This design comes from an exercise in tuning for small area and a short achievable clock period on the open sky130 flow, not from production work. In this exercise RTL edits were held to simulation tests only and were not proved equivalent to the original. The flow treats the clock pin as an ideal source, which a real chip does not have. Power is estimated from default activity; no workload was simulated.

==> module sram_controller_parity_sel4, before the edit <==
module sram_controller_parity_sel4 (
    input  logic [3:0] bits,
    input  logic [3:0] sel_n,
    output logic       out
);
    assign out = &(bits | sel_n);
endmodule
==> module sram_controller_parity_sel16, before the edit <==
module sram_controller_parity_sel16 (
    input  logic [15:0] bits,
    input  logic [15:0] sel_n,
    output logic        out
);
    logic [3:0] part;
    for (genvar g = 0; g < 4; g++) begin : g_part
        sram_controller_parity_sel4 u_sel (
            .bits(bits[g * 4 +: 4]),
            .sel_n(sel_n[g * 4 +: 4]),
            .out(part[g])
        );
    end
    assign out = &part;
endmodule
==> module sram_controller_parity_storage, before the edit <==
module sram_controller_parity_storage (
    input  logic       clk,
    input  logic       reset_n,
    input  logic       write_enable,
    input  logic [7:0] addr,
    input  logic       write_parity,
    output logic       read_parity
);
    logic [255:0] bits;
    logic [15:0]  row_sel;
    logic [15:0]  col_set;
    logic [15:0]  col_clr;
    logic [15:0]  row_hit;
    logic [15:0]  col_hit;
    logic [15:0]  row_hit_n;
    logic [15:0]  col_hit_n;
    logic [15:0]  row_val;
    always_comb begin
        for (int i = 0; i < 16; i++) begin
            row_hit[i] = (addr[7:4] == i[3:0]);
            col_hit[i] = (addr[3:0] == i[3:0]);
            row_hit_n[i] = ~row_hit[i];
            col_hit_n[i] = ~col_hit[i];
            row_sel[i] = ~reset_n | (write_enable & (addr[7:4] == i[3:0]));
            col_set[i] = reset_n & write_parity & (addr[3:0] == i[3:0]);
            col_clr[i] = ~reset_n | (~write_parity & (addr[3:0] == i[3:0]));
        end
    end
    for (genvar k = 0; k < 256; k++) begin : g_bit
        sram_controller_parity_bit u_bit (
            .clk(clk),
            .row(row_sel[k / 16]),
            .col_set(col_set[k % 16]),
            .col_clr(col_clr[k % 16]),
            .q(bits[k])
        );
    end
    for (genvar i = 0; i < 16; i++) begin : g_row
        sram_controller_parity_sel16 u_row (
            .bits(bits[i * 16 +: 16]),
            .sel_n(col_hit_n),
            .out(row_val[i])
        );
    end
    sram_controller_parity_sel16 u_col (
        .bits(row_val),
        .sel_n(row_hit_n),
        .out(read_parity)
    );
endmodule
==> flow/config.mk <==
export PLATFORM = sky130hd
export DESIGN_NAME = sram_controller
export DESIGN_NICKNAME = sram_controller
export VERILOG_FILES = /design/flow/design.v
export SDC_FILE = /design/flow/constraint.sdc
export NUM_CORES = 4
export LEC_CHECK = 0
export CAP_MARGIN = 20
export CORE_MARGIN = 2
export CORE_UTILIZATION = 40
export GPL_TIMING_DRIVEN = 0
export PLACE_DENSITY = 0.6
export SLEW_MARGIN = 20
export SYNTH_HIERARCHICAL = 1
export SYNTH_MINIMUM_KEEP_SIZE = 0
==> flow/constraint.sdc <==
create_clock -name core_clock -period 10.0 [get_ports {hclk}]
set_input_delay 2.0000 -clock core_clock [delete_from_list [all_inputs] [get_ports {hclk}]]
set_output_delay 2.0000 -clock core_clock [all_outputs]
set_load 0.01 [all_outputs]
standard.sh (not shown) runs the stock make flow with config.mk's settings and CLKGATE_MAP_FILE= SYNTH_SCRIPT=/design/flow/synth_recipe.tcl, a recipe that flattens the netlist after the stock synthesis.
==> flow/flow/run.sh <==
#!/bin/bash
# Own layout flow: the standard ORFS flow (standard.sh: unchanged synthesis,
# floorplan, power grid and tap cells, placement, routing), with hooks that
# change how the paths from the input ports are built:
#  - synthesis buffers are removed at floorplan (REMOVE_ABC_BUFFERS) and the
#    ports are buffered with buf_1;
#  - io_fast.tcl (before the placement resizer): each input buffer drives only
#    the pins that lead to an output port; its loads that only reach registers
#    are moved behind a buffer of their own;
#  - tighten.tcl (CTS and global route stages): the stage's timing repair runs
#    against a tighter input delay (the SDC's is restored right after),
#    followed by a power-recovery pass that sizes cells back down where that
#    tighter delay leaves slack;
#  - the clock tree uses its own buffer list and sink clustering, and no dummy loads.
# The make run's full output goes to standard_flow.log in the work folder;
# ORFS's own per-step logs are under orfs/logs/.
set -euo pipefail
cd "$(dirname "${BASH_SOURCE[0]}")/.."
F=$PWD/flow

export REMOVE_ABC_BUFFERS=1
export BUFFER_PORTS_ARGS="-buffer_cell sky130_fd_sc_hd__buf_1"
export IO_FAST_IN_CELL=sky130_fd_sc_hd__buf_1
export IO_FAST_OUT_CELL=sky130_fd_sc_hd__buf_1
export IO_FAST_ISO_CELL=sky130_fd_sc_hd__buf_4
export IO_FAST_IN_DELAY=${IO_FAST_IN_DELAY:-7.6}
export IO_FAST_RECOVER=100
export PRE_RESIZE_TCL=$F/io_fast.tcl
export PRE_CTS_TCL=$F/tighten.tcl
export PRE_GLOBAL_ROUTE_TCL=$F/tighten.tcl
export CTS_ARGS="-sink_clustering_enable -repair_clock_nets -buf_list {sky130_fd_sc_hd__clkbuf_4} -sink_clustering_size 12 -sink_clustering_max_diameter 30 -dont_use_dummy_load"

bash standard.sh > standard_flow.log 2>&1
Other scripts of this flow, unchanged in this note and not shown: flow/flow/io_fast.tcl, flow/flow/tighten.tcl
Rerun with:
--- a/flow/design.v
+++ b/flow/design.v
@@ -101,27 +101,27 @@
         q <= (q & ~(row & col_clr)) | (row & col_set);
     end
 endmodule
-module sram_controller_parity_sel4 (
-    input  logic [3:0] bits,
-    input  logic [3:0] sel_n,
+module sram_controller_parity_sel8 (
+    input  logic [7:0] bits,
+    input  logic [7:0] sel,
     output logic       out
 );
-    assign out = &(bits | sel_n);
+    assign out = |(bits & sel);
 endmodule
 module sram_controller_parity_sel16 (
     input  logic [15:0] bits,
-    input  logic [15:0] sel_n,
+    input  logic [15:0] sel,
     output logic        out
 );
-    logic [3:0] part;
-    for (genvar g = 0; g < 4; g++) begin : g_part
-        sram_controller_parity_sel4 u_sel (
-            .bits(bits[g * 4 +: 4]),
-            .sel_n(sel_n[g * 4 +: 4]),
+    logic [1:0] part;
+    for (genvar g = 0; g < 2; g++) begin : g_part
+        sram_controller_parity_sel8 u_sel (
+            .bits(bits[g * 8 +: 8]),
+            .sel(sel[g * 8 +: 8]),
             .out(part[g])
         );
     end
-    assign out = &part;
+    assign out = |part;
 endmodule
 module sram_controller_parity_storage (
     input  logic       clk,
@@ -137,15 +137,11 @@
     logic [15:0]  col_clr;
     logic [15:0]  row_hit;
     logic [15:0]  col_hit;
-    logic [15:0]  row_hit_n;
-    logic [15:0]  col_hit_n;
     logic [15:0]  row_val;
     always_comb begin
         for (int i = 0; i < 16; i++) begin
             row_hit[i] = (addr[7:4] == i[3:0]);
             col_hit[i] = (addr[3:0] == i[3:0]);
-            row_hit_n[i] = ~row_hit[i];
-            col_hit_n[i] = ~col_hit[i];
             row_sel[i] = ~reset_n | (write_enable & (addr[7:4] == i[3:0]));
             col_set[i] = reset_n & write_parity & (addr[3:0] == i[3:0]);
             col_clr[i] = ~reset_n | (~write_parity & (addr[3:0] == i[3:0]));
@@ -163,13 +159,13 @@
     for (genvar i = 0; i < 16; i++) begin : g_row
         sram_controller_parity_sel16 u_row (
             .bits(bits[i * 16 +: 16]),
-            .sel_n(col_hit_n),
+            .sel(col_hit),
             .out(row_val[i])
         );
     end
     sram_controller_parity_sel16 u_col (
         .bits(row_val),
-        .sel_n(row_hit_n),
+        .sel(row_hit),
         .out(read_parity)
     );
 endmodule
What happened:
- The changed run passed the timing, DRC and antenna checks
- routed wire length drops by a few percent
- power drops by a few percent
- clock power stays flat
- utilization drops by 0.55 points
- first-iteration DRC count drops by about a fifth
- critical path depth does not change
- clock skew drops by 0.027 ns
- synthesized area climbs slightly
- worst setup slack gets better by 0.048 ns
- cell count drops slightly
- fmax climbs slightly
- hold slack gets better by 0.029 ns
- via count drops by a few percent
- sequential cell count stays the same

==> static timing again, ports no longer ideal <==
The flow's constraints put no driver on any port. The routed layouts listed below were extracted and timed again, unchanged, in two steps. Step 1 assumes that a clkbuf_16 drives the clock port and a buf_2 every other input. Step 2 also shifts input and output timing later by t, the mid clock arrival at the registers, as if the neighbouring blocks saw the same clock. Three values: no drivers, after step 1, after step 2; two values: the first two.
run | shift t [ns] | setup slack, ns | cell pins on the clock port's net
the first run | 0.744 | 5.485 / 5.438 / 4.852 | 1
the second run | 0.753 | 5.533 / 5.492 / 4.948 | 1
After both steps setup and hold are still met in every run listed. For the first run, which loses most, drivers alone change the setup slack by -0.047 ns; drivers and shift together by -0.633 ns.
